This design comes from an exercise in tuning for small area, a short achievable clock period and few clock cycles on the open sky130 flow, not from production work.
The RTL was checked by simulation tests, not by an equivalence proof against the original design.
Power is estimated from default activity; no workload was simulated.

==> design/flow/design.v <==
`timescale 1ns / 1ps
module matrix_inv_2x2(
    input                   I_sys_clk       ,
    input                   I_sys_rstn      ,
    input                   I_s_valid       ,
    input       [7:0]       I_ch_a          ,
    input       [7:0]       I_ch_b          ,
    output                  O_s_ready       ,
    output  reg             O_A_inv_valid   ,
    output      [63:0]      O_A11_inv       ,
    output      [63:0]      O_A12_inv       ,
    output      [63:0]      O_A21_inv       ,
    output      [63:0]      O_A22_inv
    );
    localparam KS = 2;           
    localparam KW = 2;           
    localparam D  = 8;           
    localparam YW   = ((32 + D - 1) / D) * D;       
    localparam N12  = (12 + D - 1) / D;             
    localparam N16  = (16 + D - 1) / D;
    localparam N17  = (17 + D - 1) / D;
    localparam N24  = (24 + D - 1) / D;
    localparam N32  = (32 + D - 1) / D;
    localparam NSQ  = 16 / KS;
    localparam NWD  = 18 / KW;   
    localparam PW   = 24 + D + 2;                   
    localparam  PH_ACC   = 5'd0,
                PH_LAST  = 5'd1,
                PH_LAST2 = 5'd2,
                PH_AMP   = 5'd3,
                PH_AMPW  = 5'd4,
                PH_SQ1   = 5'd5,
                PH_W11   = 5'd6,
                PH_S     = 5'd7,
                PH_SW    = 5'd8,
                PH_SQ2   = 5'd9,
                PH_PREP  = 5'd10,
                PH_WDIV  = 5'd11,
                PH_WB    = 5'd12,
                PH_P11   = 5'd13,
                PH_P12   = 5'd14,
                PH_P22   = 5'd15,
                PH_R11   = 5'd16,
                PH_R22   = 5'd17,
                PH_R12   = 5'd18,
                PH_P2    = 5'd19,
                PH_P2W   = 5'd20,
                PH_PREP2 = 5'd21,
                PH_DV12  = 5'd22,
                PH_DV11  = 5'd23,
                PH_DV22  = 5'd24,
                PH_AB    = 5'd25,
                PH_A21   = 5'd26,
                PH_A22   = 5'd27,
                PH_A11   = 5'd28,
                PH_A12   = 5'd29,
                PH_A12W  = 5'd30;
    localparam  M_AMP = 0, M_S = 1, M_P11 = 2, M_P12 = 3, M_P22 = 4, M_R11 = 5,
                M_R22 = 6, M_R12 = 7, M_P2 = 8, M_A21 = 9, M_A22 = 10, M_A11 = 11,
                M_A12 = 12, NM = 13;
    reg     [4:0]       ph, ph_n;
    reg                 fin;
    reg     [NM-1:0]    ms, ms_n;    
    reg     [3:0]       cnt;         
    reg     [2:0]       scnt;        
    assign  O_s_ready = (ph == PH_ACC);
    wire    s_fire    = I_s_valid && O_s_ready;
    reg     [7:0]       xa_r, xb_r;
    reg                 v_r, first_r;
    reg     [15:0]      a11, a12, a22;
    always @(posedge I_sys_clk) begin
        xa_r    <= I_ch_a;
        xb_r    <= I_ch_b;
        first_r <= (scnt == 3'd0);
    end
    wire    [15:0]      m_aa = $signed(xa_r) * $signed(xa_r);
    wire    [15:0]      m_ab = $signed(xa_r) * $signed(xb_r);
    wire    [15:0]      m_bb = $signed(xb_r) * $signed(xb_r);
    always @(posedge I_sys_clk) begin
        if (v_r) begin
            a11 <= (first_r ? 16'd0 : a11) + m_aa;
            a12 <= (first_r ? 16'd0 : a12) + m_ab;
            a22 <= (first_r ? 16'd0 : a22) + m_bb;
        end
    end
    reg     [43:0]      acc;             
    reg     [PW-1:0]    prd;             
    reg     [23:0]      xr1;             
    reg     [15:0]      xr2;
    reg     [D:0]       dg1, dg2;        
    reg     [YW-1:0]    ysh1, ysh2;      
    reg     [15:0]      root;            
    reg     [16:0]      sq_rem;
    reg     [16:0]      wr1, wr2;        
    reg     [1:0]       wn1, wn2;        
    reg                 wneg1, wneg2, dz;
    reg     [16:0]      q1, q2;          
    reg     [11:0]      H11, H12, H22;
    reg     [23:0]      R11, R22;        
    reg     [31:0]      R12;             
    reg     [23:0]      rr;              
    wire    [31:0]      qa = R12;        
    reg     [4:0]       bi;              
    reg                 s11, s22, s12, n11, n22, z12, hi11, hi12;
    wire                ashort = !hi11 && !hi12;
    reg     [43:0]      A11;
    reg     [28:0]      A21, A22;
    wire    [15:0]  w11  = a11 - root;
    wire    [15:0]  w11a = w11[15] ? -w11 : w11;
    wire    [15:0]  a12a = a12[15] ? -a12 : a12;
    function [YW-1:0] yal;
        input [31:0] v;
        input integer n;
        reg   [63:0] t;
        begin
            t   = {{32{v[31]}}, v} << (YW - n * D);
            yal = t[YW-1:0];
        end
    endfunction
    wire    [23:0]  xa11 = {{8{a11[15]}}, a11};
    wire    [23:0]  xa12 = {{8{a12[15]}}, a12};
    wire    [12:0]  h11s = {H11[11], H11};
    wire    [12:0]  h12s = {H12[11], H12};
    wire    [12:0]  h22s = {H22[11], H22};
    wire    [12:0]  g11_11 = s11 ? -h11s : h11s;
    wire    [12:0]  g12_11 = s11 ? -h12s : h12s;
    wire    [12:0]  g12_12 = s12 ? -h12s : h12s;
    wire    [12:0]  g22_12 = s12 ? -h22s : h22s;
    wire    [12:0]  g12_22 = s22 ? -h12s : h12s;
    wire    [12:0]  g22_22 = s22 ? -h22s : h22s;
    wire    [23:0]  X1n = ({24{ms_n[M_AMP] | ms_n[M_R11]}} & xa11) |
                          ({24{ms_n[M_S]}}   & {8'd0, w11a}) |
                          ({24{ms_n[M_P11] | ms_n[M_P12]}} & {7'd0, q1}) |
                          ({24{ms_n[M_P22]}} & {7'd0, q2}) |
                          ({24{ms_n[M_R22] | ms_n[M_R12]}} & xa12) |
                          ({24{ms_n[M_P2]}}  & R22) |
                          ({24{ms_n[M_A21]}} & {{11{g12_22[12]}}, g12_22}) |
                          ({24{ms_n[M_A22]}} & {{11{g22_22[12]}}, g22_22}) |
                          ({24{ms_n[M_A11]}} & {{11{g12_12[12]}}, g12_12}) |
                          ({24{ms_n[M_A12]}} & {{11{g22_12[12]}}, g22_12});
    wire    [15:0]  X2n = ({16{ms_n[M_AMP] | ms_n[M_S] | ms_n[M_R11]}} & a12) |
                          ({16{ms_n[M_R22] | ms_n[M_R12]}} & a22) |
                          ({16{ms_n[M_A11]}} & {{3{g11_11[12]}}, g11_11}) |
                          ({16{ms_n[M_A12]}} & {{3{g12_11[12]}}, g12_11});
    wire    [YW-1:0] Y1n = ({YW{ms_n[M_AMP]}} & yal({{16{a11[15]}}, a11}, N16)) |
                           ({YW{ms_n[M_S]}}   & yal({16'd0, w11a}, N16)) |
                           ({YW{ms_n[M_P11]}} & yal({15'd0, q1}, N17)) |
                           ({YW{ms_n[M_P12] | ms_n[M_P22] | ms_n[M_A21] | ms_n[M_A22]}} & yal({15'd0, q2}, N17)) |
                           ({YW{ms_n[M_R22]}} & yal({{20{H12[11]}}, H12}, N12)) |
                           ({YW{ms_n[M_R11] | ms_n[M_R12]}} & yal({{20{H11[11]}}, H11}, N12)) |
                           ({YW{ms_n[M_P2]}}  & yal({{8{R11[23]}}, R11}, N24)) |
                           ({YW{ms_n[M_A11] | ms_n[M_A12]}} & (ashort ? yal(qa, 2) : yal(qa, N32)));
    wire    [YW-1:0] Y2n = ({YW{ms_n[M_AMP] | ms_n[M_S]}} & yal({{16{a12[15]}}, a12}, N16)) |
                           ({YW{ms_n[M_R22]}} & yal({{20{H22[11]}}, H22}, N12)) |
                           ({YW{ms_n[M_R11] | ms_n[M_R12]}} & yal({{20{H12[11]}}, H12}, N12)) |
                           ({YW{ms_n[M_A11] | ms_n[M_A12]}} & (ashort ? yal({15'd0, q1}, 2) : yal({15'd0, q1}, N32)));
    wire            y1s_n = ms_n[M_AMP] | ms_n[M_R22] | ms_n[M_R11] | ms_n[M_R12] | ms_n[M_P2];
    wire            y2s_n = ms_n[M_AMP] | ms_n[M_S] | ms_n[M_R22] | ms_n[M_R11] | ms_n[M_R12];
    reg     [3:0]   mul_n;
    always @* begin
        mul_n = 4'd1;
        if (ms[M_AMP] | ms[M_S])                           mul_n = N16;
        if (ms[M_P11] | ms[M_P12] | ms[M_P22])             mul_n = N17;
        if (ms[M_R11] | ms[M_R22] | ms[M_R12])             mul_n = N12;
        if (ms[M_P2])                                      mul_n = N24;
        if (ms[M_A21] | ms[M_A22])                         mul_n = N17;
        if (ms[M_A11] | ms[M_A12])                         mul_n = ashort ? 4'd2 : N32;
    end
    wire            mul_on   = |ms;
    wire            mfirst   = (cnt == 4'd0);
    wire            mul_last = (cnt == mul_n - 4'd1);
    wire            mul_end  = mul_on & mul_last;
    always @* begin
        ms_n = {NM{1'b0}};
        ms_n[M_AMP] = (ph == PH_LAST2) | (ms[M_AMP] & ~mul_last);
        ms_n[M_S]   = (ph == PH_W11)   | (ms[M_S]   & ~mul_last);
        ms_n[M_P11] = (ph == PH_WB)    | (ms[M_P11] & ~mul_last);
        ms_n[M_P12] = (ms[M_P11] & mul_last) | (ms[M_P12] & ~mul_last);
        ms_n[M_P22] = (ms[M_P12] & mul_last) | (ms[M_P22] & ~mul_last);
        ms_n[M_R11] = (ms[M_P22] & mul_last) | (ms[M_R11] & ~mul_last);
        ms_n[M_R22] = (ms[M_R11] & mul_last) | (ms[M_R22] & ~mul_last);
        ms_n[M_R12] = (ms[M_R22] & mul_last) | (ms[M_R12] & ~mul_last);
        ms_n[M_P2]  = (ms[M_R12] & mul_last) | (ms[M_P2]  & ~mul_last);
        ms_n[M_A21] = (ph == PH_AB & n22)  | (ms[M_A21] & ~mul_last);
        ms_n[M_A22] = (ms[M_A21] & mul_last) | (ms[M_A22] & ~mul_last);
        ms_n[M_A11] = (ph == PH_AB & ~n22) | (ms[M_A22] & mul_last) | (ms[M_A11] & ~mul_last);
        ms_n[M_A12] = (ms[M_A11] & mul_last) | (ms[M_A12] & ~mul_last);
    end
    wire            ld_new = (ph == PH_LAST2) | (ph == PH_W11) | (ph == PH_WB) | (ph == PH_AB) |
                             (mul_end & ~(ms[M_AMP] | ms[M_S] | ms[M_P2] | ms[M_A12]));
    wire signed [PW-1:0] pr1 = $signed(xr1) * $signed(dg1);
    wire signed [PW-1:0] pr2 = $signed(xr2) * $signed(dg2);
    reg             b_on, b_first, b_last;
    reg     [NM-1:0] b_ms;
    wire    [43:0]  acc_nx = (b_first ? 44'd0 : (acc << D)) + {{(44-PW){prd[PW-1]}}, prd};
    reg     [31:0]  sq_op_n;
    reg     [16:0]  sq_rem_n;
    reg     [15:0]  sq_root_n;
    reg     [18:0]  sq_sh, sq_tr;
    reg     [19:0]  sq_df;
    integer         k;
    always @* begin
        sq_op_n = acc[31:0]; sq_rem_n = sq_rem; sq_root_n = root;
        for (k = 0; k < KS; k = k + 1) begin
            sq_sh = {sq_rem_n, sq_op_n[31:30]};
            sq_tr = {1'b0, sq_root_n, 2'b01};
            sq_df = {1'b0, sq_sh} - {1'b0, sq_tr};
            sq_rem_n  = sq_df[19] ? sq_sh[16:0] : sq_df[16:0];
            sq_root_n = {sq_root_n[14:0], ~sq_df[19]};
            sq_op_n   = {sq_op_n[29:0], 2'b00};
        end
    end
    wire    [16:0]  wdv = {1'b0, root};
    reg     [16:0]  wr1_n, wr2_n, q1_n, q2_n;
    reg     [1:0]   wn1_n, wn2_n;
    reg     [17:0]  wsh1, wsh2;
    reg     [18:0]  wdf1, wdf2;
    always @* begin
        wr1_n = wr1; wr2_n = wr2; wn1_n = wn1; wn2_n = wn2; q1_n = q1; q2_n = q2;
        for (k = 0; k < KW; k = k + 1) begin
            wsh1  = {wr1_n, wn1_n[1]};
            wsh2  = {wr2_n, wn2_n[1]};
            wn1_n = {wn1_n[0], 1'b0};
            wn2_n = {wn2_n[0], 1'b0};
            wdf1  = {1'b0, wsh1} - {2'b0, wdv};
            wdf2  = {1'b0, wsh2} - {2'b0, wdv};
            wr1_n = wdf1[18] ? wsh1[16:0] : wdf1[16:0];
            wr2_n = wdf2[18] ? wsh2[16:0] : wdf2[16:0];
            q1_n  = {q1_n[15:0], ~wdf1[18] & ~dz};
            q2_n  = {q2_n[15:0], ~wdf2[18] & ~dz};
        end
    end
    wire            dv_r12 = (ph == PH_DV12);
    wire    [23:0]  rdv = dv_r12 ? acc[23:0] : ((ph == PH_DV11) ? R11 : R22);
    wire    [7:0]   nb8 = dv_r12 ? R12[31:24] :
                          ((bi >= 5'd16 && bi <= 5'd23) ? (8'd1 << (5'd23 - bi)) : 8'd0);
    wire            nb1 = dv_r12 ? R12[31] : (bi == 5'd16);
    wire    [24:0]  rsh = {rr, nb1};
    wire    [25:0]  rdf = {1'b0, rsh} - {2'b0, rdv};
    wire            rge = ~rdf[25];
    wire            skip8 = (bi >= 5'd7) && (rr[23:16] == 8'd0) && ({rr[15:0], nb8} < rdv);
    wire            rdone = skip8 ? (bi == 5'd7) : (bi == 5'd0);
    wire            in_div = (ph == PH_DV12) || (ph == PH_DV11) || (ph == PH_DV22);
    assign O_A11_inv = {{20{A11[43]}}, A11};
    assign O_A12_inv = {{20{acc[43]}}, acc};     
    assign O_A21_inv = {{35{A21[28]}}, A21};
    assign O_A22_inv = {{35{A22[28]}}, A22};
    wire    [23:0]  p2v  = acc[31:8];
    wire    [23:0]  p1v  = 24'd0 - R12[23:0];
    wire    [23:0]  p1a  = p1v[23] ? -p1v : p1v;
    wire    [23:0]  p2a  = p2v[23] ? -p2v : p2v;
    wire    [23:0]  r11a = R11[23] ? -R11 : R11;
    wire    [23:0]  r22a = R22[23] ? -R22 : R22;
    always @(posedge I_sys_clk) begin
        if (ld_new) begin
            xr1  <= X1n;
            xr2  <= X2n;
            dg1  <= {y1s_n & Y1n[YW-1], Y1n[YW-1 -: D]};
            dg2  <= {y2s_n & Y2n[YW-1], Y2n[YW-1 -: D]};
            ysh1 <= Y1n << D;
            ysh2 <= Y2n << D;
        end
        else begin
            dg1  <= {1'b0, ysh1[YW-1 -: D]};
            dg2  <= {1'b0, ysh2[YW-1 -: D]};
            ysh1 <= ysh1 << D;
            ysh2 <= ysh2 << D;
        end
        if (mul_on)
            prd  <= pr1 + pr2;
        if (b_on)
            acc <= acc_nx;
        else if (ph == PH_SQ1 || ph == PH_SQ2)
            acc[31:0] <= sq_op_n;
        else if (ph == PH_PREP2)
            acc[23:0] <= p2a;
        if (ph == PH_AMPW || ph == PH_SW) begin
            sq_rem <= 17'd0;
            root   <= 16'd0;
        end
        else if (ph == PH_SQ1 || ph == PH_SQ2) begin
            sq_rem <= sq_rem_n;
            root   <= sq_root_n;
        end
        else if (ph == PH_PREP) begin
            root <= root[15] ? -root : root;
            dz   <= (root == 16'd0);
        end
        if (ph == PH_W11) begin
            {wr1, wn1} <= {3'd0, w11a};
            {wr2, wn2} <= {3'd0, a12a};
            wneg1 <= w11[15];
            wneg2 <= a12[15];
        end
        else if (ph == PH_WDIV) begin
            wr1 <= wr1_n; wr2 <= wr2_n; wn1 <= wn1_n; wn2 <= wn2_n;
        end
        if (ph == PH_PREP || ph == PH_PREP2) begin
            q1 <= 17'd0; q2 <= 17'd0;
        end
        else if (ph == PH_WDIV) begin
            q1 <= q1_n; q2 <= q2_n;
        end
        else if (ph == PH_DV11) begin
            q1 <= skip8 ? {q1[8:0], 8'd0} : {q1[15:0], rge};
            if (!skip8 && rge && bi == 5'd16) hi11 <= 1'b1;
        end
        else if (ph == PH_DV22) begin
            q2 <= skip8 ? {q2[8:0], 8'd0} : {q2[15:0], rge};
        end
        if (b_last) begin
            if (b_ms[M_P11]) H11 <= 12'h100 - {acc_nx[34:24], 1'b0};
            if (b_ms[M_P12]) H12 <= (wneg1 ^ wneg2) ? {acc_nx[34:24], 1'b0} + {(acc_nx[23:0] != 24'd0), 1'b0}
                                                    : 12'd0 - {acc_nx[34:24], 1'b0};
            if (b_ms[M_P22]) H22 <= 12'h100 - {acc_nx[34:24], 1'b0};
            if (b_ms[M_R11]) R11 <= acc_nx[23:0];
            if (b_ms[M_R22]) R22 <= acc_nx[23:0];
            if (b_ms[M_R12]) R12[23:0] <= acc_nx[23:0];
            if (b_ms[M_A21]) A21 <= acc_nx[28:0];
            if (b_ms[M_A22]) A22 <= acc_nx[28:0];
            if (b_ms[M_A11]) A11 <= acc_nx;
        end
        if (ph == PH_PREP2) begin
            R11 <= r11a;
            R22 <= r22a;
            R12 <= {p1a, 8'd0};                      
            hi11 <= 1'b0;
            hi12 <= 1'b0;
            s11 <= R11[23];
            s22 <= R22[23];
            s12 <= (p1v[23] ^ p2v[23]) | ((p1a == 24'h800000) && (p2a == 24'd1));
            z12 <= (p1v == 24'd0) || (p2v == 24'd0);
            n11 <= (R11 != 24'd0) && (r11a <= 24'h010000);
            n22 <= (R22 != 24'd0) && (r22a <= 24'h010000);
            A21 <= 29'd0;
            A22 <= 29'd0;
        end
        if (in_div && ph_n != ph) begin              
            rr <= 24'd0;
            bi <= 5'd16;
        end
        else if (in_div) begin
            if (skip8) begin
                rr <= {rr[15:0], nb8};
                bi <= bi - 5'd8;
            end
            else begin
                rr <= rge ? rdf[23:0] : rsh[23:0];
                bi <= bi - 5'd1;
            end
        end
        else begin
            rr <= 24'd0;
            bi <= (ph == PH_PREP2) ? 5'd31 : 5'd16;
        end
        if (ph == PH_DV12 && z12)
            R12 <= 32'd0;
        else if (ph == PH_DV12) begin
            R12 <= skip8 ? {R12[23:0], 8'd0} : {R12[30:0], rge};
            if (!skip8 && rge && bi >= 5'd16) hi12 <= 1'b1;
        end
    end
    always @* begin
        ph_n = ph; fin = 1'b0;
        case (ph)
            PH_ACC:   if (s_fire && scnt == 3'd7) ph_n = PH_LAST;
            PH_LAST:  ph_n = PH_LAST2;
            PH_LAST2: ph_n = PH_AMP;
            PH_AMP:   if (mul_last) ph_n = PH_AMPW;
            PH_AMPW:  ph_n = PH_SQ1;
            PH_SQ1:   if (cnt == NSQ - 1) ph_n = PH_W11;
            PH_W11:   ph_n = PH_S;
            PH_S:     if (mul_last) ph_n = PH_SW;
            PH_SW:    ph_n = PH_SQ2;
            PH_SQ2:   if (cnt == NSQ - 1) ph_n = PH_PREP;
            PH_PREP:  ph_n = PH_WDIV;
            PH_WDIV:  if (cnt == NWD - 1) ph_n = PH_WB;
            PH_WB:    ph_n = PH_P11;
            PH_P11:   if (mul_last) ph_n = PH_P12;
            PH_P12:   if (mul_last) ph_n = PH_P22;
            PH_P22:   if (mul_last) ph_n = PH_R11;
            PH_R11:   if (mul_last) ph_n = PH_R22;
            PH_R22:   if (mul_last) ph_n = PH_R12;
            PH_R12:   if (mul_last) ph_n = PH_P2;
            PH_P2:    if (mul_last) ph_n = PH_P2W;
            PH_P2W:   ph_n = PH_PREP2;
            PH_PREP2: ph_n = PH_DV12;
            PH_DV12:  if (z12 || rdone) ph_n = n11 ? PH_DV11 : (n22 ? PH_DV22 : PH_AB);
            PH_DV11:  if (rdone) ph_n = n22 ? PH_DV22 : PH_AB;
            PH_DV22:  if (rdone) ph_n = PH_AB;
            PH_AB:    ph_n = n22 ? PH_A21 : PH_A11;
            PH_A21:   if (mul_last) ph_n = PH_A22;
            PH_A22:   if (mul_last) ph_n = PH_A11;
            PH_A11:   if (mul_last) ph_n = PH_A12;
            PH_A12:   if (mul_last) ph_n = PH_A12W;
            PH_A12W:  begin ph_n = PH_ACC; fin = 1'b1; end
            default:  ph_n = PH_ACC;
        endcase
    end
    always @(posedge I_sys_clk or negedge I_sys_rstn) begin
        if (!I_sys_rstn) begin
            ph            <= PH_ACC;
            ms            <= {NM{1'b0}};
            cnt           <= 4'd0;
            scnt          <= 3'd0;
            v_r           <= 1'b0;
            b_on          <= 1'b0;
            b_first       <= 1'b0;
            b_last        <= 1'b0;
            b_ms          <= {NM{1'b0}};
            O_A_inv_valid <= 1'b0;
        end
        else begin
            v_r           <= s_fire;
            O_A_inv_valid <= fin;
            ph            <= ph_n;
            ms            <= ms_n;
            cnt           <= (ph_n != ph) ? 4'd0 : cnt + 4'd1;
            if (s_fire) scnt <= scnt + 3'd1;
            b_on          <= mul_on;
            b_first       <= mul_on & mfirst;
            b_last        <= mul_end;
            b_ms          <= ms;
        end
    end
endmodule
==> design/flow/run.sh <==
#!/bin/bash
# synth_recipe.tcl (not shown) runs the flow's synth.tcl, then flattens the netlist and writes it again
# the make line also repeats each setting of config.mk as NAME=value (left out here)
make -C /OpenROAD-flow-scripts/flow DESIGN_CONFIG=/design/flow/config.mk WORK_HOME=/design/flow/orfs CLKGATE_MAP_FILE= SYNTH_SCRIPT=/design/flow/synth_recipe.tcl finish
==> design/flow/config.mk <==
export PLATFORM = sky130hd
export DESIGN_NAME = matrix_inv_2x2
export DESIGN_NICKNAME = matrix_inv_2x2
export VERILOG_FILES = /design/flow/design.v
export SDC_FILE = /design/flow/constraint.sdc
export NUM_CORES = 4
export LEC_CHECK = 0
export CAP_MARGIN = 20
export CORE_MARGIN = 2
export CORE_UTILIZATION = 45
export PLACE_DENSITY = 0.6
export SETUP_SLACK_MARGIN = 5
export SLEW_MARGIN = 20
==> design/flow/constraint.sdc <==
create_clock -name core_clock -period 12.0 [get_ports {I_sys_clk}]
set_input_delay 2.4000 -clock core_clock [delete_from_list [all_inputs] [get_ports {I_sys_clk}]]
set_output_delay 2.4000 -clock core_clock [all_outputs]
set_load 0.01 [all_outputs]
==> flow_summary_export.csv, run 1 <==
group,metric,value,unit
timing,hold_violations,0,
drt,drt-total-wl,225000,µm
clocking,clk_path_buf_depth,3,
pwr,p_leak,30.5,nW
timing,min_period,6.72,ns
synthesis,ys_seq_area_share,25.4,%
floorplan,fp.dieW,384,µm
floorplan,die_height,384,µm
global_routing,grt_pass1_vias,52400,
place,portBuffers,276,
drt,vias_per_cell,5.96,
floorplan,num_rows,139,
drt,first_pass_iters,13,
synthesis,async_flop_share,6.02,%
worst_setup_path,path_max_fanout,6,
worst_hold_path,hold_path_class,"reg2reg",
cells_and_area,nets,8296,
clocking,htreeDepth,3,
global_routing,grt_max_degree,84,
drt,drt-initial-drc-count,6032,
status,status,"timing/DRC/antenna clean",
global_routing,antenna_found_initial,14,
timing,worst_slew_pin_slew,1.15,ns
global_routing,track_usage,30.1,%
timing,period_share,56.0,%
worst_setup_path,path_class,"reg2reg",
pwr,total_power,0.00663,W
timing,fmax,149,MHz
synthesis,ys_types,105,
worst_setup_path,setup.worst_path.end_class,"flop",
synthesis,synth_seq_cells,648,
timing,setup_tns,0,ns
floorplan,die-area,0.147,mm²
global_routing,gr-total-overflow,0,
worst_setup_path,r2r-end,"prd[30]$_DFFE_PP_",
cells_and_area,utilization,50.0,%
cells_and_area,drive_above_1_share,5.73,%
floorplan,start_util,45.2,%
worst_setup_path,cp.arrival,7.16,ns
synthesis,yosysWarningCount,1,
cells_and_area,syn2layout_area_growth,10.6,%
worst_setup_path,cp.required,12.45,ns
worst_hold_path,holdPathStages,2,
synthesis,ys.flop_type,"edfxtp_1",
synthesis,synthCells,7255,
job,drv_cap,0,
drt,wire_per_inst,24.4,µm
clocking,cts_buffers,81,
clocking,cts_tree,"yes",
worst_setup_path,startpoint_type,"flop",
clocking,ctsHoldBuffers,0,
worst_hold_path,worstHoldStart,"ysh2[12]$_SDFF_PP0_",
floorplan,num_io_pins,277,
cells_and_area,final_cell_mix,"nand2_1, inv_1, fa_1, nor2_1, a21oi_1",
clocking,clock_latency,0.71,ns
worst_hold_path,min_to,"ysh2[20]$_DFF_P_",
timing,fin_ws,5.28,ns
clocking,clock-sinks,648,
place,place_congestion,1.03,
clocking,cts_root_buf,"clkbuf_16",
worst_setup_path,r2r_cells,21,
floorplan,core_area,0.143,mm²
clocking,clkTransAtPathRegs,0.06,ns
global_routing,grt_pass1_wl,335000,µm
worst_setup_path,r2r_setup_slack,5.28,ns
timing,skew,0.0518,ns
synthesis,synth_area,0.0648,mm²
timing,rsz0062_at_grt,"no",
place,place_ws,4.58,ns
drt,vias,55000,
place,dpl.cell_count,9023,
cells_and_area,mostFrequentLayoutCell,"nand2_1",
drt,drc_errors,0,
pwr,powerDensity,92.5,mW/mm²
timing,finalSetupViolCount,0,
worst_setup_path,worstReg2RegStart,"xr2[4]$_DFFE_PN_",
place,dp_hpwl,172000,µm
cells_and_area,finalNonFillerCells,9220,
drt,drtAntennaViolNets,0,
timing,slew_headroom,22.7,%
timing,slew_violations,0,
synthesis,synth.avg_cell_area,8.94,µm²
synthesis,synth-edff-count,332,
pwr,ir_worst_vdd,0.000107,V
-- timing repair --
action	in CTS	in global routing
pin swaps	0	3
setup buffers	1	37
resized for setup	21	32
gates cloned	0	1
setup endpoints to repair	9	67
-- layout make-up --
type	count	area (µm²)
fillers	13600	71600
flip-flops and latches	648	16500
clock inverters	46	556
repair buffers	397	3680
well taps	1903	2380
multi-input cells	5406	43500
repair inverters	1	5.00
clock buffers	106	2330
inverters	708	2670
diodes	5	12.5
-- critical path: stages (launching register included) --
cell      delay [ns]
edfxtp_1        0.49
and2_1          0.22
fa_1            0.51
inv_1           0.06
fa_1            0.53
inv_1           0.05
fa_1            0.55
fa_1            0.44
fa_1            0.46
fa_1            0.52
fa_1            0.42
ha_1            0.36
o21a_1          0.16
o21ai_1         0.11
nor4b_2         0.40
o31ai_2         0.13
o21ba_2         0.24
o21ai_2         0.20
a211oi_2        0.10
o21bai_1        0.24
and4_1          0.22
nor3_1          0.05
-- per-stage QoR --
stage / hold WS [ns] / instance area, µm²
2_1_floorplan: 0.391 / 64800
3_3_place_gp: 0.397 / 68400
3_5_place_dp: 0.397 / 68400
4_1_cts: 0.414 / 71300
5_1_grt: 0.444 / 71700
6_report: 0.415 / 71700
-- layer usage --
layer | part of all wire, % | vias to the layer above | track usage (%)
met5 | 0.044 | - | 0
met4 | 4.7 | 2 | 12.4
met3 | 8.9 | 497 | 5.39
met2 | 45 | 2532 | 47.2
met1 | 41 | 27200 | 41.0
li1 | - | 24800 | -
-- worst max-delay path by stage --
stage | from | depth (start not counted) | endpoint
4_1_cts | xr2[12]$_DFFE_PN_ | 20 | prd[30]$_DFFE_PP_
6_report | xr2[4]$_DFFE_PN_ | 21 | prd[30]$_DFFE_PP_
3_3_place_gp | dg1[3]$_DFF_P_ | 22 | prd[30]$_DFFE_PP_
2_1_floorplan | dg2[0]$_DFF_P_ | 25 | prd[30]$_DFFE_PP_
5_1_grt | ph[3]$_DFF_PN0_ | 15 | hi12$_DFF_P_
3_5_place_dp | dg1[0]$_DFF_P_ | 22 | prd[30]$_DFFE_PP_
-- cell usage after synthesis, types with 39 or more instances --
library cell,n,share of area (%)
clkbuf_1,328,1.9
xor2_1,138,1.9
a22oi_1,39,0.45
nand2_1,827,4.8
nor2_1,516,3.0
or3_1,55,0.53
a221oi_1,65,0.88
xnor2_1,294,4.0
edfxtp_1,332,15
nor3_1,145,1.1
dfxtp_1,277,8.6
ha_1,461,8.9
a21o_1,88,1.0
mux2i_1,102,1.6
dfrtp_1,39,1.5
and2_1,199,1.9
a31oi_1,52,0.50
inv_1,700,4.1
nand3_1,90,0.69
nand2b_1,110,1.1
buf_4,112,1.3
a21oi_1,467,3.6
o21ai_0,255,2.0
a211oi_1,70,0.81
o31ai_1,56,0.65
o21a_1,50,0.58
and3_1,54,0.52
nor2b_1,124,1.2
fa_1,573,18
-- sequential cells by signal (all words and copies together), names as in the netlist, 17 cells and up, named ones only --
signal and cells:
A11 44, acc 44, prd 34, R12 32, A21 29, A22 29, rr 24, xr1 24
ysh1 24, ysh2 24, R11 23, R22 23, q1 17, q2 17, sq_rem 17, wr1 17
wr2 17
-- kinds of logic (layout without fill, tap and decap cells) --
logic type / count (synthesis) / count (layout) / synth area share (%)
AND/OR/NAND/NOR: 2306 / 2306 / 16.9
buffers and inverters: 1201 / 1258 / 7.68
AO/OA/AOI/OAI: 1496 / 1496 / 15.3
adder cells (fa/ha/maj): 1035 / 1035 / 26.6
other: 0 / 5 / 0
flip-flops: 648 / 648 / 25.4
XOR/XNOR: 432 / 432 / 5.84
multiplexers: 137 / 137 / 2.19
-- power breakdown --
group          switching (W)  internal, W  total, W
logic               0.000773     0.000764   0.00154
clock network        0.00110      0.00156   0.00266
registers          0.0000144      0.00242   0.00244
Testbench counts, summed over its fixed seeds: cycles 16,171.
==> run 2: changes to the inputs <==
--- a/design/flow/design.v
+++ b/design/flow/design.v
@@ -67,18 +67,12 @@
     wire    s_fire    = I_s_valid && O_s_ready;
-    reg     [7:0]       xa_r, xb_r;
-    reg                 v_r, first_r;
     reg     [15:0]      a11, a12, a22;
+    wire                first = (scnt == 3'd0);
+    wire    [15:0]      m_aa = $signed(I_ch_a) * $signed(I_ch_a);
+    wire    [15:0]      m_ab = $signed(I_ch_a) * $signed(I_ch_b);
+    wire    [15:0]      m_bb = $signed(I_ch_b) * $signed(I_ch_b);
     always @(posedge I_sys_clk) begin
-        xa_r    <= I_ch_a;
-        xb_r    <= I_ch_b;
-        first_r <= (scnt == 3'd0);
-    end
-    wire    [15:0]      m_aa = $signed(xa_r) * $signed(xa_r);
-    wire    [15:0]      m_ab = $signed(xa_r) * $signed(xb_r);
-    wire    [15:0]      m_bb = $signed(xb_r) * $signed(xb_r);
-    always @(posedge I_sys_clk) begin
-        if (v_r) begin
-            a11 <= (first_r ? 16'd0 : a11) + m_aa;
-            a12 <= (first_r ? 16'd0 : a12) + m_ab;
-            a22 <= (first_r ? 16'd0 : a22) + m_bb;
+        if (s_fire) begin
+            a11 <= (first ? 16'd0 : a11) + m_aa;
+            a12 <= (first ? 16'd0 : a12) + m_ab;
+            a22 <= (first ? 16'd0 : a22) + m_bb;
         end
@@ -174,3 +168,3 @@
         ms_n = {NM{1'b0}};
-        ms_n[M_AMP] = (ph == PH_LAST2) | (ms[M_AMP] & ~mul_last);
+        ms_n[M_AMP] = (ph == PH_LAST)  | (ms[M_AMP] & ~mul_last);
         ms_n[M_S]   = (ph == PH_W11)   | (ms[M_S]   & ~mul_last);
@@ -188,3 +182,3 @@
     end
-    wire            ld_new = (ph == PH_LAST2) | (ph == PH_W11) | (ph == PH_WB) | (ph == PH_AB) |
+    wire            ld_new = (ph == PH_LAST)  | (ph == PH_W11) | (ph == PH_WB) | (ph == PH_AB) |
                              (mul_end & ~(ms[M_AMP] | ms[M_S] | ms[M_P2] | ms[M_A12]));
@@ -247,3 +241,3 @@
     assign O_A22_inv = {{35{A22[28]}}, A22};
-    wire    [23:0]  p2v  = acc[31:8];
+    wire    [23:0]  p2v  = acc_nx[31:8];      
     wire    [23:0]  p1v  = 24'd0 - R12[23:0];
@@ -270,3 +264,5 @@
             prd  <= pr1 + pr2;
-        if (b_on)
+        if (ph == PH_PREP2)
+            acc[23:0] <= p2a;
+        else if (b_on)
             acc <= acc_nx;
@@ -274,4 +270,2 @@
             acc[31:0] <= sq_op_n;
-        else if (ph == PH_PREP2)
-            acc[23:0] <= p2a;
         if (ph == PH_AMPW || ph == PH_SW) begin
@@ -366,4 +360,3 @@
             PH_ACC:   if (s_fire && scnt == 3'd7) ph_n = PH_LAST;
-            PH_LAST:  ph_n = PH_LAST2;
-            PH_LAST2: ph_n = PH_AMP;
+            PH_LAST:  ph_n = PH_AMP;
             PH_AMP:   if (mul_last) ph_n = PH_AMPW;
@@ -384,4 +377,3 @@
             PH_R12:   if (mul_last) ph_n = PH_P2;
-            PH_P2:    if (mul_last) ph_n = PH_P2W;
-            PH_P2W:   ph_n = PH_PREP2;
+            PH_P2:    if (mul_last) ph_n = PH_PREP2;
             PH_PREP2: ph_n = PH_DV12;
@@ -405,3 +397,2 @@
             scnt          <= 3'd0;
-            v_r           <= 1'b0;
             b_on          <= 1'b0;
@@ -413,3 +404,2 @@
         else begin
-            v_r           <= s_fire;
             O_A_inv_valid <= fin;
==> flow_summary_export.csv, run 2 <==
group,metric,value,unit
status,status,"timing/DRC/antenna clean",
global_routing,grt_pass1_vias,52800,
global_routing,grt_max_degree,108,
worst_setup_path,path_max_fanout,8,
worst_setup_path,path_class,"in2reg",
worst_setup_path,crit_slowest_cell,"fa_1",
clocking,clock-sinks,630,
clocking,cts_root_buf,"clkbuf_16",
synthesis,async_flop_share,6.03,%
worst_setup_path,r2r_cells,20,
global_routing,track_usage,29.7,%
timing,setup_tns,0,ns
cells_and_area,nets,8345,
worst_setup_path,cp.buffers_inverters,4,
worst_hold_path,worstHoldStart,"ysh2[14]$_SDFF_PP0_",
pwr,p_leak,30.4,nW
clocking,cts_tree,"yes",
synthesis,synth_area,0.0644,mm²
synthesis,ys.flop_type,"edfxtp_1",
drt,first_pass_iters,8,
place,portBuffers,276,
global_routing,grt_pass1_wl,331000,µm
floorplan,die_height,382,µm
worst_hold_path,holdPathStages,2,
timing,hold_violations,0,
cells_and_area,drive_above_1_share,6.51,%
synthesis,yosysTopAreaCellShare,17.8,%
worst_setup_path,r2r_setup_slack,5.28,ns
floorplan,die-area,0.146,mm²
pwr,powerDensity,91.0,mW/mm²
cells_and_area,mostFrequentLayoutCell,"nand2_1",
place,place_ws,3.76,ns
clocking,clock_latency,0.72,ns
drt,vias,54900,
drt,vias_per_cell,5.93,
timing,skew,0.0663,ns
floorplan,num_rows,138,
drt,wire_per_inst,23.9,µm
timing,period_share,56.6,%
cells_and_area,fillCellCount,13200,
synthesis,yosysWarningCount,1,
synthesis,yosysMostFrequentCell,"nand2_1",
timing,whs,0.414,ns
timing,rsz0062_at_grt,"yes",
floorplan,fp.dieW,382,µm
place,place_congestion,1.00,
timing,min_period,6.79,ns
floorplan,core_area,0.142,mm²
timing,slew_headroom,25.8,%
drt,drc_errors,0,
synthesis,synth-edff-count,332,
job,drv_cap,0,
drt,drt-initial-drc-count,6358,
worst_setup_path,critPathMaxStageDelay,0.52,ns
synthesis,ys_types,105,
clocking,clkTransAtPathRegs,0.07,ns
synthesis,synth_seq_cells,630,
worst_setup_path,cp.required,12.43,ns
timing,worst_slew_pin_slew,1.11,ns
synthesis,yosys-top-cells-count,"nand2_1, inv_1, fa_1",
synthesis,yosysTopAreaCell,"fa_1",
timing,fmax,147,MHz
synthesis,netlist_top_cells_area,"fa_1, edfxtp_1, ha_1",
clocking,htreeDepth,3,
clocking,cts_buffers,80,
worst_setup_path,setup.worst_path.end_class,"flop",
worst_hold_path,hold_path_class,"reg2reg",
worst_setup_path,crit_chain,"clkdlybuf4s50_1, buf_12, and2_1, fa_1, inv_1, fa_1, fa_1, fa_1, inv_1, ha_1, ha_1, a21oi_2, o21bai_1, a21oi_2, nand2b_1, a21oi_1, o21ai_0, nand2b_1, a21oi_2, o21ai_0, xnor2_1",
cells_and_area,reg_top3,"A11: 44 flops, acc: 44 flops, prd: 34 flops",
pwr,ir_worst_vdd,0.000266,V
timing,finalSetupViolCount,0,
worst_setup_path,r2r-end,"prd[33]$_DFFE_PP_",
synthesis,ys_seq_area_share,25.0,%
worst_setup_path,cpMostUsedCell,"fa_1",
worst_setup_path,cp.arrival,7.22,ns
worst_setup_path,worstReg2RegStart,"xr1[13]$_DFFE_PN_",
drt,drt-total-wl,221000,µm
synthesis,synth.avg_cell_area,8.83,µm²
floorplan,num_io_pins,277,
worst_setup_path,critPathTopFamily,"adder cells",
synthesis,synthCells,7299,
cells_and_area,final_cell_mix,"nand2_1, inv_1, fa_1, a21oi_1, ha_1",
timing,fin_ws,5.21,ns
timing,slew_violations,0,
drt,drtAntennaViolNets,0,
worst_hold_path,min_to,"ysh2[22]$_DFF_P_",
worst_setup_path,startpoint_type,"input pin",
place,dp_hpwl,167000,µm
clocking,clk_path_buf_depth,3,
floorplan,start_util,45.4,%
cells_and_area,syn2layout_area_growth,10.8,%
global_routing,antenna_found_initial,7,
global_routing,gr-total-overflow,0,
run 2: cell count changes after synthesis, moves of 19 or more:
cell	before	now
a21oi_1	467	494
and2_1	199	234
clkbuf_1	328	363
mux2i_1	102	76
nand2_1	827	915
nand3_1	90	145
nor2_1	516	463
nor2b_1	124	97
nor3_1	145	120
o21ai_0	255	275
or3_1	55	74
run 2: stage by stage:
step	instances	util, %	power [W]	cell area (µm²)
6_report	9249	50.4	0.00650	71400
5_1_grt	9249	50.4	0.00683	71400
4_1_cts	9224	50.2	0.00651	71100
3_5_place_dp	9056	48.0	0.00394	68100
3_3_place_gp	9055	48.0	0.00392	68100
2_1_floorplan	7299	-	0.00366	64500
run 2: metal layers:
metal / track usage (%) / vias up / share of wire, %
li1: - / 24800 / -
met1: 41.4 / 27100 / 43
met2: 46.0 / 2459 / 45
met3: 4.65 / 479 / 8.5
met4: 11.9 / 2 / 4.4
met5: 0 / - / 0.0086
run 2: where the power goes:
group / switching, W / total (W) / internal, W / leakage, nW
Clock: 0.00111 / 0.00256 / 0.00146 / 1.36
Sequential: 0 / 0.00236 / 0.00236 / 5.77
Combinational: 0.000817 / 0.00157 / 0.000755 / 23.3
run 2: worst max-delay path by stage:
stage / cells past startpoint / to / slack, ns / startpoint
6_report: 21 / a22[15]$_DFFE_PP_ / 5.21 / I_ch_b[6]
5_1_grt: 21 / a22[15]$_DFFE_PP_ / 4.94 / I_ch_b[6]
4_1_cts: 19 / prd[33]$_DFFE_PP_ / 4.95 / xr2[4]$_DFFE_PN_
3_5_place_dp: 18 / a12[15]$_DFFE_PP_ / 3.76 / I_ch_a[7]
3_3_place_gp: 18 / a12[15]$_DFFE_PP_ / 3.83 / I_ch_a[7]
2_1_floorplan: 22 / a22[14]$_DFFE_PP_ / 5.00 / I_ch_b[3]
run 2: tightest hold or removal path, stage by stage, from the launching register on:
cell     delay (ns)
dfxtp_1        0.31
nand2_1        0.05
nand2_1        0.04
run 2: final cells by class:
| cell class | instances | area, µm² | share of cell area (%) |
|---|---|---|---|
| repair buffers | 423 | 3860 | 5.40 |
| repair inverters | 1 | 5.00 | 0.00701 |
| multi-input cells | 5432 | 43500 | 61.0 |
| clock buffers | 98 | 2200 | 3.08 |
| flip-flops and latches | 630 | 16200 | 22.7 |
| diodes | 1 | 2.50 | 0.00351 |
| inverters | 722 | 2720 | 3.81 |
| well taps | 1890 | 2360 | 3.31 |
| clock inverters | 52 | 551 | 0.771 |
run 2: timing repair:
action | CTS | global route
setup endpoints to repair | 39 | 57
gates resized for setup | 76 | 68
buffers inserted | 18 | 23
pin swaps | 3 | 11
cloned | 0 | 1
endpoints found under the hold margin | 0 | 0
hold buffers | 0 | 0
run 2: cells by family after synthesis:
logic type	Yosys count	share of synthesized area [%]
AOI/OAI and AO/OA	1513	15.5
xor gates and xnor gates	437	5.94
adders and majority gates	1037	26.8
buffers and inverters	1237	7.88
DFF	630	25.0
muxes	106	1.71
and+or+nand+nor	2339	17.1
Testbench counts of run 2, summed over its fixed seeds: cycles 15,787.
==> run 3: changes to the inputs <==
--- a/design/flow/design.v
+++ b/design/flow/design.v
@@ -65,3 +65,3 @@
     reg     [2:0]       scnt;        
-    assign  O_s_ready = (ph == PH_ACC);
+    assign  O_s_ready = (ph == PH_ACC) || (ph == PH_A12W);
     wire    s_fire    = I_s_valid && O_s_ready;
@@ -72,9 +72,2 @@
     wire    [15:0]      m_bb = $signed(I_ch_b) * $signed(I_ch_b);
-    always @(posedge I_sys_clk) begin
-        if (s_fire) begin
-            a11 <= (first ? 16'd0 : a11) + m_aa;
-            a12 <= (first ? 16'd0 : a12) + m_ab;
-            a22 <= (first ? 16'd0 : a22) + m_bb;
-        end
-    end
     reg     [43:0]      acc;             
@@ -84,3 +77,3 @@
     reg     [D:0]       dg1, dg2;        
-    reg     [YW-1:0]    ysh1, ysh2;      
+    reg     [YW-D-1:0]  ysh1, ysh2;      
     reg     [15:0]      root;            
@@ -99,4 +92,16 @@
     wire                ashort = !hi11 && !hi12;
-    reg     [43:0]      A11;
-    reg     [28:0]      A21, A22;
+    wire            dv_r12 = (ph == PH_DV12);
+    wire    [23:0]  rdv = dv_r12 ? acc[23:0] : ((ph == PH_DV11) ? R11 : R22);
+    wire    [7:0]   nb8 = dv_r12 ? R12[31:24] :
+                          ((bi >= 5'd16 && bi <= 5'd23) ? (8'd1 << (5'd23 - bi)) : 8'd0);
+    wire            nb1 = dv_r12 ? R12[31] : (bi == 5'd16);
+    wire    [24:0]  rsh = {rr, nb1};
+    wire    [25:0]  rdf = {1'b0, rsh} - {2'b0, rdv};
+    wire            rge = ~rdf[25];
+    wire            skip8 = (bi >= 5'd7) && (rr[23:16] == 8'd0) && ({rr[15:0], nb8} < rdv);
+    wire            rdone = skip8 ? (bi == 5'd7) : (bi == 5'd0);
+    wire            in_div = (ph == PH_DV12) || (ph == PH_DV11) || (ph == PH_DV22);
+    wire    [31:0]  qax = (ph == PH_DV12) ? (z12 ? 32'd0 : (skip8 ? {R12[23:0], 8'd0} : {R12[30:0], rge})) : R12;
+    wire    [16:0]  q1x = (ph == PH_DV11) ? (skip8 ? {q1[8:0], 8'd0} : {q1[15:0], rge}) : q1;
+    wire    [16:0]  q2x = (ph == PH_DV22) ? (skip8 ? {q2[8:0], 8'd0} : {q2[15:0], rge}) : q2;
     wire    [15:0]  w11  = a11 - root;
@@ -113,2 +118,11 @@
     endfunction
+    function [YW-1:0] yalu;
+        input [31:0] v;
+        input integer n;
+        reg   [63:0] t;
+        begin
+            t    = {32'd0, v} << (YW - n * D);
+            yalu = t[YW-1:0];
+        end
+    endfunction
     wire    [23:0]  xa11 = {{8{a11[15]}}, a11};
@@ -141,3 +155,4 @@
                            ({YW{ms_n[M_P11]}} & yal({15'd0, q1}, N17)) |
-                           ({YW{ms_n[M_P12] | ms_n[M_P22] | ms_n[M_A21] | ms_n[M_A22]}} & yal({15'd0, q2}, N17)) |
+                           ({YW{ms_n[M_P12] | ms_n[M_P22] | ms_n[M_A22]}} & yal({15'd0, q2}, N17)) |
+                           ({YW{ms_n[M_A21]}} & yal({15'd0, q2x}, N17)) |
                            ({YW{ms_n[M_R22]}} & yal({{20{H12[11]}}, H12}, N12)) |
@@ -145,3 +160,3 @@
                            ({YW{ms_n[M_P2]}}  & yal({{8{R11[23]}}, R11}, N24)) |
-                           ({YW{ms_n[M_A11] | ms_n[M_A12]}} & (ashort ? yal(qa, 2) : yal(qa, N32)));
+                           ({YW{ms_n[M_A11] | ms_n[M_A12]}} & (ashort ? yalu(qax, 2) : yalu(qax, N32)));
     wire    [YW-1:0] Y2n = ({YW{ms_n[M_AMP] | ms_n[M_S]}} & yal({{16{a12[15]}}, a12}, N16)) |
@@ -149,3 +164,3 @@
                            ({YW{ms_n[M_R11] | ms_n[M_R12]}} & yal({{20{H12[11]}}, H12}, N12)) |
-                           ({YW{ms_n[M_A11] | ms_n[M_A12]}} & (ashort ? yal({15'd0, q1}, 2) : yal({15'd0, q1}, N32)));
+                           ({YW{ms_n[M_A11] | ms_n[M_A12]}} & (ashort ? yal({15'd0, q1x}, 2) : yal({15'd0, q1x}, N32)));
     wire            y1s_n = ms_n[M_AMP] | ms_n[M_R22] | ms_n[M_R11] | ms_n[M_R12] | ms_n[M_P2];
@@ -177,8 +192,10 @@
         ms_n[M_P2]  = (ms[M_R12] & mul_last) | (ms[M_P2]  & ~mul_last);
-        ms_n[M_A21] = (ph == PH_AB & n22)  | (ms[M_A21] & ~mul_last);
+        ms_n[M_A21] = (ph == PH_DV22 & rdone) | (ms[M_A21] & ~mul_last);
         ms_n[M_A22] = (ms[M_A21] & mul_last) | (ms[M_A22] & ~mul_last);
-        ms_n[M_A11] = (ph == PH_AB & ~n22) | (ms[M_A22] & mul_last) | (ms[M_A11] & ~mul_last);
+        ms_n[M_A11] = (ph == PH_DV12 & (z12 | rdone) & ~n11 & ~n22) | (ph == PH_DV11 & rdone & ~n22) |
+                      (ms[M_A22] & mul_last) | (ms[M_A11] & ~mul_last);
         ms_n[M_A12] = (ms[M_A11] & mul_last) | (ms[M_A12] & ~mul_last);
     end
-    wire            ld_new = (ph == PH_LAST)  | (ph == PH_W11) | (ph == PH_WB) | (ph == PH_AB) |
+    wire            ld_new = (ph == PH_LAST)  | (ph == PH_W11) | (ph == PH_WB) | ms_n[M_A21] & ~ms[M_A21] |
+                             (in_div & ms_n[M_A11]) |
                              (mul_end & ~(ms[M_AMP] | ms[M_S] | ms[M_P2] | ms[M_A12]));
@@ -226,15 +243,7 @@
     end
-    wire            dv_r12 = (ph == PH_DV12);
-    wire    [23:0]  rdv = dv_r12 ? acc[23:0] : ((ph == PH_DV11) ? R11 : R22);
-    wire    [7:0]   nb8 = dv_r12 ? R12[31:24] :
-                          ((bi >= 5'd16 && bi <= 5'd23) ? (8'd1 << (5'd23 - bi)) : 8'd0);
-    wire            nb1 = dv_r12 ? R12[31] : (bi == 5'd16);
-    wire    [24:0]  rsh = {rr, nb1};
-    wire    [25:0]  rdf = {1'b0, rsh} - {2'b0, rdv};
-    wire            rge = ~rdf[25];
-    wire            skip8 = (bi >= 5'd7) && (rr[23:16] == 8'd0) && ({rr[15:0], nb8} < rdv);
-    wire            rdone = skip8 ? (bi == 5'd7) : (bi == 5'd0);
-    wire            in_div = (ph == PH_DV12) || (ph == PH_DV11) || (ph == PH_DV22);
+    wire    [43:0]  A11 = {a22[11:0], a12, a11};
+    wire    [28:0]  A21 = {wr2[11:0], wr1};
+    wire    [28:0]  A22 = {sq_rem[12:0], root};
     assign O_A11_inv = {{20{A11[43]}}, A11};
-    assign O_A12_inv = {{20{acc[43]}}, acc};     
+    assign O_A12_inv = {{20{acc_nx[43]}}, acc_nx};   
     assign O_A21_inv = {{35{A21[28]}}, A21};
@@ -248,2 +257,10 @@
     always @(posedge I_sys_clk) begin
+        if (s_fire) begin
+            a11 <= (first ? 16'd0 : a11) + m_aa;
+            a12 <= (first ? 16'd0 : a12) + m_ab;
+            a22 <= (first ? 16'd0 : a22) + m_bb;
+        end
+        else if (b_last && b_ms[M_A11]) begin
+            {a22[11:0], a12, a11} <= acc_nx;
+        end
         if (ld_new) begin
@@ -253,8 +270,8 @@
             dg2  <= {y2s_n & Y2n[YW-1], Y2n[YW-1 -: D]};
-            ysh1 <= Y1n << D;
-            ysh2 <= Y2n << D;
+            ysh1 <= Y1n[YW-D-1:0];
+            ysh2 <= Y2n[YW-D-1:0];
         end
         else begin
-            dg1  <= {1'b0, ysh1[YW-1 -: D]};
-            dg2  <= {1'b0, ysh2[YW-1 -: D]};
+            dg1  <= {1'b0, ysh1[YW-D-1 -: D]};
+            dg2  <= {1'b0, ysh2[YW-D-1 -: D]};
             ysh1 <= ysh1 << D;
@@ -312,5 +329,4 @@
             if (b_ms[M_R12]) R12[23:0] <= acc_nx[23:0];
-            if (b_ms[M_A21]) A21 <= acc_nx[28:0];
-            if (b_ms[M_A22]) A22 <= acc_nx[28:0];
-            if (b_ms[M_A11]) A11 <= acc_nx;
+            if (b_ms[M_A21]) {wr2[11:0], wr1} <= acc_nx[28:0];
+            if (b_ms[M_A22]) {sq_rem[12:0], root} <= acc_nx[28:0];
         end
@@ -328,4 +344,4 @@
             n22 <= (R22 != 24'd0) && (r22a <= 24'h010000);
-            A21 <= 29'd0;
-            A22 <= 29'd0;
+            {wr2[11:0], wr1} <= 29'd0;               
+            {sq_rem[12:0], root} <= 29'd0;
         end
@@ -379,6 +395,5 @@
             PH_PREP2: ph_n = PH_DV12;
-            PH_DV12:  if (z12 || rdone) ph_n = n11 ? PH_DV11 : (n22 ? PH_DV22 : PH_AB);
-            PH_DV11:  if (rdone) ph_n = n22 ? PH_DV22 : PH_AB;
-            PH_DV22:  if (rdone) ph_n = PH_AB;
-            PH_AB:    ph_n = n22 ? PH_A21 : PH_A11;
+            PH_DV12:  if (z12 || rdone) ph_n = n11 ? PH_DV11 : (n22 ? PH_DV22 : PH_A11);
+            PH_DV11:  if (rdone) ph_n = n22 ? PH_DV22 : PH_A11;
+            PH_DV22:  if (rdone) ph_n = PH_A21;
             PH_A21:   if (mul_last) ph_n = PH_A22;
@@ -386,4 +401,4 @@
             PH_A11:   if (mul_last) ph_n = PH_A12;
-            PH_A12:   if (mul_last) ph_n = PH_A12W;
-            PH_A12W:  begin ph_n = PH_ACC; fin = 1'b1; end
+            PH_A12:   if (mul_last) begin ph_n = PH_A12W; fin = 1'b1; end
+            PH_A12W:  ph_n = (s_fire && scnt == 3'd7) ? PH_LAST : PH_ACC;
             default:  ph_n = PH_ACC;
==> flow_summary_export.csv, run 3 <==
group,metric,value,unit
worst_setup_path,path_class,"reg2out",
place,dpl.cell_count,9137,
clocking,clkTransAtPathRegs,0.06,ns
clocking,clock_latency,0.68,ns
cells_and_area,largest_register_ffs,36,
floorplan,num_io_pins,277,
drt,wire_per_inst,26.1,µm
timing,worst_slew_pin_slew,1.15,ns
timing,period_share,58.7,%
cells_and_area,final_cell_mix,"nand2_1, inv_1, fa_1, a21oi_1, nor2_1",
cells_and_area,nets,8496,
drt,vias,57300,
timing,fin_ws,4.96,ns
timing,finalSetupViolCount,0,
clocking,clk_path_buf_depth,3,
synthesis,synthCells,7437,
drt,drt-total-wl,245000,µm
cells_and_area,mostFrequentLayoutCell,"nand2_1",
place,place_congestion,1.01,
synthesis,netlist_top_cells_area,"fa_1, edfxtp_1, ha_1",
pwr,powerDensity,80.9,mW/mm²
floorplan,fp.dieW,379,µm
synthesis,yosysWarningCount,1,
synthesis,ys_types,121,
synthesis,yosys-top-cells-count,"nand2_1, inv_1, fa_1",
cells_and_area,fillCellCount,13300,
synthesis,synth.avg_cell_area,8.51,µm²
timing,skew,0.0508,ns
worst_setup_path,cpMostUsedCell,"buf_4",
cells_and_area,syn2layout_area_growth,11.7,%
worst_setup_path,crit_chain,"buf_12, nor2b_4, ha_4, a21o_1, a21o_1, a221o_1, o211ai_1, a21oi_2, o31a_1, o221a_4, o21ai_4, and3_4, nor4_4, buf_4, buf_4, buf_4, dlygate4sd2_1",
worst_setup_path,setup.worst_path.end_class,"primary output",
place,place_ws,3.78,ns
place,dp_hpwl,184000,µm
global_routing,track_usage,33.6,%
clocking,ctsHoldBuffers,0,
worst_setup_path,cp.arrival,4.64,ns
worst_setup_path,critPathTopFamily,"compound AO/OA/AOI/OAI gates",
floorplan,start_util,45.4,%
place,portBuffers,276,
global_routing,antenna_found_initial,20,
job,drv_cap,0,
timing,min_period,7.04,ns
clocking,cts_tree,"yes",
synthesis,async_flop_share,7.31,%
synthesis,yosysTopAreaCell,"fa_1",
drt,top_layer,"met5",
worst_setup_path,cp.buffers_inverters,5,
worst_setup_path,critPathMaxStageDelay,0.43,ns
synthesis,yosysMostFrequentCell,"nand2_1",
synthesis,ys_seq_area_share,20.8,%
drt,first_pass_iters,12,
drt,drc_errors,0,
status,status,"timing/DRC/antenna clean",
clocking,cts_root_buf,"clkbuf_16",
cells_and_area,top_register,"acc",
global_routing,grt_pass1_vias,54300,
drt,vias_per_cell,6.10,
cells_and_area,reg_top3,"acc: 36 flops, prd: 34 flops, R12: 32 flops",
drt,met1_length,98700,µm
pwr,ir_worst_vdd,0.000118,V
synthesis,ys.flop_type,"edfxtp_1",
worst_setup_path,cp.required,9.60,ns
clocking,clock-sinks,520,
synthesis,yosysTopAreaCellShare,18.1,%
drt,drt-initial-drc-count,7047,
pwr,p_leak,30.5,nW
floorplan,num_rows,137,
worst_setup_path,path_max_fanout,16,
drt,drtAntennaViolNets,0,
synthesis,synth-edff-count,254,
timing,hold_violations,0,
cells_and_area,finalNonFillerCells,9385,
floorplan,die-area,0.144,mm²
clocking,htreeDepth,3,
global_routing,grt_max_degree,75,
cells_and_area,drive_above_1_share,8.72,%
worst_setup_path,crit_slowest_cell,"dfrtp_2",
timing,rsz0062_at_grt,"yes",
synthesis,synth_seq_cells,520,
synthesis,synth_area,0.0633,mm²
worst_setup_path,startpoint_type,"flop",
timing,slew_violations,0,
worst_hold_path,hold_path_class,"reg2reg",
global_routing,gr-total-overflow,0,
clocking,cts_buffers,71,
timing,slew_headroom,22.3,%
drt,met2_length,105000,µm
timing,fmax,142,MHz
timing,setup_tns,0,ns
drt,wl_met3,25300,µm
floorplan,core_area,0.140,mm²
global_routing,grt_pass1_wl,359000,µm
floorplan,die_height,379,µm
run 3: cell types whose count changed after synthesis, moves of 27 or more:
cell / delta
o21ai_0: +62
edfxtp_1: -78
dfxtp_1: -32
a211oi_1: +34
buf_4: +47
a221oi_1: -39
a31oi_1: +39
nand3_1: -31
xnor2_1: -27
run 3: timing repair:
item	CTS	global route
resized for setup	184	127
endpoints found under the setup margin	145	89
pin swaps	33	54
gates cloned	8	2
buffers inserted	65	30
run 3: cell type report:
cell class                 count  area (µm²)  area share, %
timing repair buffer         488        4450           6.29
multi-input combinational   5652       45600           64.5
inverter                     707        2670           3.77
clock inverter                36         392          0.554
tap                         1876        2350           3.32
sequential                   520       13200           18.7
clock buffer                  93        2000           2.83
antenna                       13        32.5         0.0460
run 3: power breakdown:
part / switching, W / internal (W)
sequential: 0 / 0.00186
clock: 0.000933 / 0.00133
combinational: 0.000853 / 0.000746
run 3: worst paths after layout:
kind                              startpoint                  to  slack, ns  cells after the start
max                        b_first$_DFF_PN0_       O_A12_inv[56]       4.96                     17
min                          ysh1[8]$_DFF_P_    ysh1[16]$_DFF_P_       0.45                      1
max reg2reg                 xr2[3]$_DFFE_PN_   prd[32]$_DFFE_PP_       5.05                     23
min reg2reg                  ysh1[8]$_DFF_P_    ysh1[16]$_DFF_P_       0.45                      1
max in group asynchronous         I_sys_rstn      b_on$_DFF_PN0_       9.62                      2
min in group asynchronous         I_sys_rstn  b_ms[11]$_DFF_PN0_       1.87                      2
run 3: cells by family (layout without fill, tap and decap cells):
kind of cell             count (synthesis)  in the layout  synth area share (%)
multiplexers                           111            111                  1.82
adder cells (fa/ha/maj)               1038           1038                  27.3
buffers and inverters                 1271           1324                  8.66
AO/OA/AOI/OAI                         1726           1728                  17.9
flip-flops                             520            520                  20.8
other                                    0             13                     0
XOR/XNOR                               428            428                  5.97
AND/OR/NAND/NOR                       2343           2347                  17.6
run 3: layer usage:
metal	track usage, %	up-vias
met1	44.7	28000
met3	7.53	655
met2	50.0	3064
met5	0	-
li1	-	25500
met4	19.5	16
run 3: stage by stage:
step	hold WS, ns	area, µm²	utilization [%]	total power, W
6_report	0.446	70700	50.7	0.00572
5_1_grt	0.460	70700	50.7	0.00602
4_1_cts	0.448	70000	50.2	0.00567
3_5_place_dp	0.433	66600	47.7	0.00342
3_3_place_gp	0.425	66600	47.7	0.00339
2_1_floorplan	0.368	63300	-	0.00312
Testbench counts of run 3, summed over its fixed seeds: cycles 15,403.
==> run 4: changes to the inputs <==
--- a/design/flow/design.v
+++ b/design/flow/design.v
@@ -16,3 +16,3 @@
     localparam KW = 2;           
-    localparam D  = 8;           
+    localparam D  = 9;           
     localparam YW   = ((32 + D - 1) / D) * D;       
@@ -69,5 +69,19 @@
     wire                first = (scnt == 3'd0);
-    wire    [15:0]      m_aa = $signed(I_ch_a) * $signed(I_ch_a);
+    function [15:0] sq8;
+        input [7:0] x;
+        reg   [7:0] m;
+        integer i, j;
+        begin
+            m   = x[7] ? -x : x;
+            sq8 = 16'd0;
+            for (i = 0; i < 8; i = i + 1) begin
+                sq8 = sq8 + ({15'd0, m[i]} << (2 * i));
+                for (j = i + 1; j < 8; j = j + 1)
+                    sq8 = sq8 + ({15'd0, m[i] & m[j]} << (i + j + 1));
+            end
+        end
+    endfunction
+    wire    [15:0]      m_aa = sq8(I_ch_a);
     wire    [15:0]      m_ab = $signed(I_ch_a) * $signed(I_ch_b);
-    wire    [15:0]      m_bb = $signed(I_ch_b) * $signed(I_ch_b);
+    wire    [15:0]      m_bb = sq8(I_ch_b);
     reg     [43:0]      acc;             
@@ -316,3 +330,3 @@
             q1 <= skip8 ? {q1[8:0], 8'd0} : {q1[15:0], rge};
-            if (!skip8 && rge && bi == 5'd16) hi11 <= 1'b1;
+            if (!skip8 && rge && bi >= 2 * D) hi11 <= 1'b1;
         end
@@ -369,3 +383,3 @@
             R12 <= skip8 ? {R12[23:0], 8'd0} : {R12[30:0], rge};
-            if (!skip8 && rge && bi >= 5'd16) hi12 <= 1'b1;
+            if (!skip8 && rge && bi >= 2 * D) hi12 <= 1'b1;
         end
==> flow_summary_export.csv, run 4 <==
group,metric,value,unit
synthesis,yosys-top-cells-count,"nand2_1, inv_1, fa_1",
place,place_ws,3.81,ns
synthesis,yosysTopAreaCellShare,17.6,%
job,drv_cap,0,
floorplan,start_util,45.2,%
synthesis,yosysMostFrequentCell,"nand2_1",
cells_and_area,syn2layout_area_growth,11.8,%
timing,fmax,141,MHz
timing,fin_ws,4.92,ns
status,status,"timing/DRC/antenna clean",
place,dpl.cell_count,9129,
timing,min_period,7.08,ns
global_routing,gr-total-overflow,0,
cells_and_area,finish.instance_area,0.0704,mm²
floorplan,die-area,0.143,mm²
pwr,ir_worst_vdd,0.000132,V
synthesis,ys.flop_type,"edfxtp_1",
place,place_congestion,1.03,
drt,first_pass_iters,14,
cells_and_area,finalNonFillerCells,9390,
floorplan,fp.dieW,378,µm
timing,skew,0.0401,ns
floorplan,core_area,0.139,mm²
timing,slew_headroom,23.0,%
worst_setup_path,critPathMaxStageDelay,0.58,ns
place,portBuffers,276,
worst_setup_path,setup.worst_path.end_class,"flop",
synthesis,netlist_top_cells_area,"fa_1, edfxtp_1, ha_1",
drt,vias,56500,
cells_and_area,utilization,50.6,%
clocking,htreeDepth,3,
cells_and_area,drive_above_1_share,8.60,%
pwr,p_leak,31.0,nW
clocking,clock-sinks,528,
drt,wire_per_inst,25.8,µm
timing,worst_slew_pin_slew,1.15,ns
synthesis,async_flop_share,7.20,%
timing,hold_violations,0,
timing,finalSetupViolCount,0,
worst_setup_path,path_max_fanout,3,
drt,drt-initial-drc-count,6685,
global_routing,grt_pass1_wl,354000,µm
worst_setup_path,cpMostUsedCell,"fa_1",
cells_and_area,mostFrequentLayoutCell,"nand2_1",
clocking,clock_latency,0.69,ns
pwr,powerDensity,70.5,mW/mm²
cells_and_area,reg_top3,"acc: 35 flops, prd: 35 flops, R12: 32 flops",
synthesis,ys_types,107,
global_routing,grt_pass1_vias,54300,
floorplan,num_rows,137,
worst_setup_path,crit_slowest_cell,"fa_2",
drt,drc_errors,0,
clocking,cts_buffers,68,
clocking,clkTransAtPathRegs,0.06,ns
worst_setup_path,cp.required,12.43,ns
timing,setup_tns,0,ns
synthesis,synthCells,7431,
synthesis,yosysWarningCount,1,
place,postPlaceCellArea,0.0663,mm²
synthesis,synth_seq_cells,528,
global_routing,grt_max_degree,88,
timing,rsz0062_at_grt,"yes",
worst_setup_path,cp.arrival,7.50,ns
synthesis,synth.avg_cell_area,8.47,µm²
drt,drt-total-wl,242000,µm
clocking,cts_root_buf,"clkbuf_16",
synthesis,synth-edff-count,254,
clocking,cts_tree,"yes",
synthesis,yosysTopAreaCell,"fa_1",
drt,vias_per_cell,6.02,
timing,slew_violations,0,
global_routing,track_usage,33.2,%
global_routing,antenna_found_initial,23,
cells_and_area,nets,8464,
cells_and_area,final_cell_mix,"nand2_1, inv_1, fa_1, nor2_1, a21oi_1",
floorplan,num_io_pins,277,
timing,period_share,59.0,%
worst_setup_path,startpoint_type,"flop",
drt,drtAntennaViolNets,0,
synthesis,synth_area,0.0629,mm²
worst_hold_path,hold_path_class,"reg2reg",
clocking,clk_path_buf_depth,3,
place,dp_hpwl,182000,µm
synthesis,ys_seq_area_share,21.1,%
floorplan,die_height,378,µm
worst_setup_path,path_class,"reg2reg",
run 4: cell types whose count changed in the layout (fill, tap and decap cells not counted), moves of 15 or more:
cell	before	now
buf_4	193	216
nor2_1	455	497
fa_1	565	547
nand2_1	927	798
inv_1	688	771
a211oi_1	90	75
o21ai_0	321	359
o211ai_1	42	61
clkbuf_2	2	18
mux2i_1	76	140
ha_1	449	428
a21oi_1	499	483
a31oi_1	75	60
run 4: path summary, 6_finish.rpt:
kind,from,end,slack (ns),cells past startpoint
max reg2reg,xr2[4]$_DFFE_PN_,prd[32]$_DFFE_PP_,4.92,26
min,ysh2[8]$_SDFF_PP0_,ysh2[17]$_SDFF_PN0_,0.42,2
min in group asynchronous,I_sys_rstn,b_ms[10]$_DFF_PN0_,1.87,1
max in group asynchronous,I_sys_rstn,b_on$_DFF_PN0_,9.43,1
min reg2reg,ysh2[8]$_SDFF_PP0_,ysh2[17]$_SDFF_PN0_,0.42,2
max,xr2[4]$_DFFE_PN_,prd[32]$_DFFE_PP_,4.92,26
run 4: cells by family after synthesis:
family | after synthesis | synth area share (%)
AND/OR/NAND/NOR | 2232 | 16.9
AO/OA/AOI/OAI | 1692 | 17.4
buffers and inverters | 1376 | 9.24
adder cells (fa/ha/maj) | 997 | 26.4
flip-flops | 528 | 21.1
XOR/XNOR | 425 | 5.94
multiplexers | 179 | 2.92
other | 2 | 0.0119
run 4: power breakdown:
group	leakage [nW]	internal [W]	switching (W)
clock network	1.13	0.00125	0.000953
logic	25.1	0.000405	0.000483
registers	4.77	0.00187	0
total	31.0	0.00352	0.00144
run 4: critical path, delay by kind of cell, from the launching register on:
kind	cells	cell delay, ns
flops	1	0.49
xor+xnor	1	0.08
fa+ha+maj	8	3.71
buf+inv	6	0.55
compound gates	7	1.08
simple gates	4	0.94
run 4: stage by stage:
step / hold WS [ns] / power (W)
final: 0.421 / 0.00496
after detailed placement: 0.407 / 0.00280
after floorplan: 0.382 / 0.00262
after global routing: 0.439 / 0.00516
after CTS: 0.419 / 0.00497
after global placement: 0.405 / 0.00278
run 4: final cells by class:
type	count	area, µm²
Antenna cell	10	25.0
Clock buffer	84	1840
Clock inverter	42	468
Fill cell	13200	68800
Inverter	794	2990
Multi-Input combinational cell	5535	44500
Sequential cell	528	13400
Tap cell	1876	2350
Timing Repair Buffer	521	4770
run 4: repair_timing:
item | in CTS | in global routing
setup endpoints to repair | 76 | 78
hold endpoints to repair | 0 | 0
hold buffers | 0 | 0
pin swaps | 24 | 46
cloned | 3 | 7
setup buffers | 68 | 47
gates resized for setup | 130 | 150
run 4: layer usage:
metal	part of all wire, %	wire length [µm]	vias to the layer above	track usage [%]
met3	9.8	23700	649	6.69
met4	6.3	15200	14	18.8
met1	40	96600	27600	43.6
li1	-	-	25300	-
met5	0.076	185	-	0
met2	44	106000	2976	51.0
Testbench counts of run 4, summed over its fixed seeds: cycles 14,821.

==> afterwards: timing with drivers on the ports <==
No port has a modelled driver above. Below, the same layouts with a new extraction and two added sets of constraints. Step 1 (the two cells are an assumption about what drives the block):
set clk [get_ports {I_sys_clk}]
set_driving_cell -lib_cell sky130_fd_sc_hd__clkbuf_16 $clk
set_driving_cell -lib_cell sky130_fd_sc_hd__buf_2 [delete_from_list [all_inputs] $clk]
Step 2 times the ports against the registers' clock, not the clock port: input delays grow and output delays shrink by t, the midpoint of the rising clock arrivals with the driver on. Three values: ideal ports, drivers, drivers and shift; two values: the first two.
run | t (ns) | slack for setup (ns) | slew at the worst register clock pin (ns) | worst slew at a driven data input, ns | pins driven straight from the clock port
run 1 | 0.758 | 5.285 / 5.285 / 5.285 | 0.07 / 0.07 | 0.05 | 1
run 2 | 0.768 | 5.210 / 5.263 / 4.496 | 0.07 / 0.07 | 0.05 | 1
run 3 | 0.718 | 4.962 / 4.894 / 4.611 | 0.07 / 0.07 | 0.10 | 1
run 4 | 0.754 | 4.923 / 4.923 / 4.533 | 0.08 / 0.08 | 0.03 | 1
After both steps setup and hold are still met in every run listed. For run 2, which loses most, drivers alone change the setup slack by +0.053 ns; drivers and shift together by -0.714 ns.
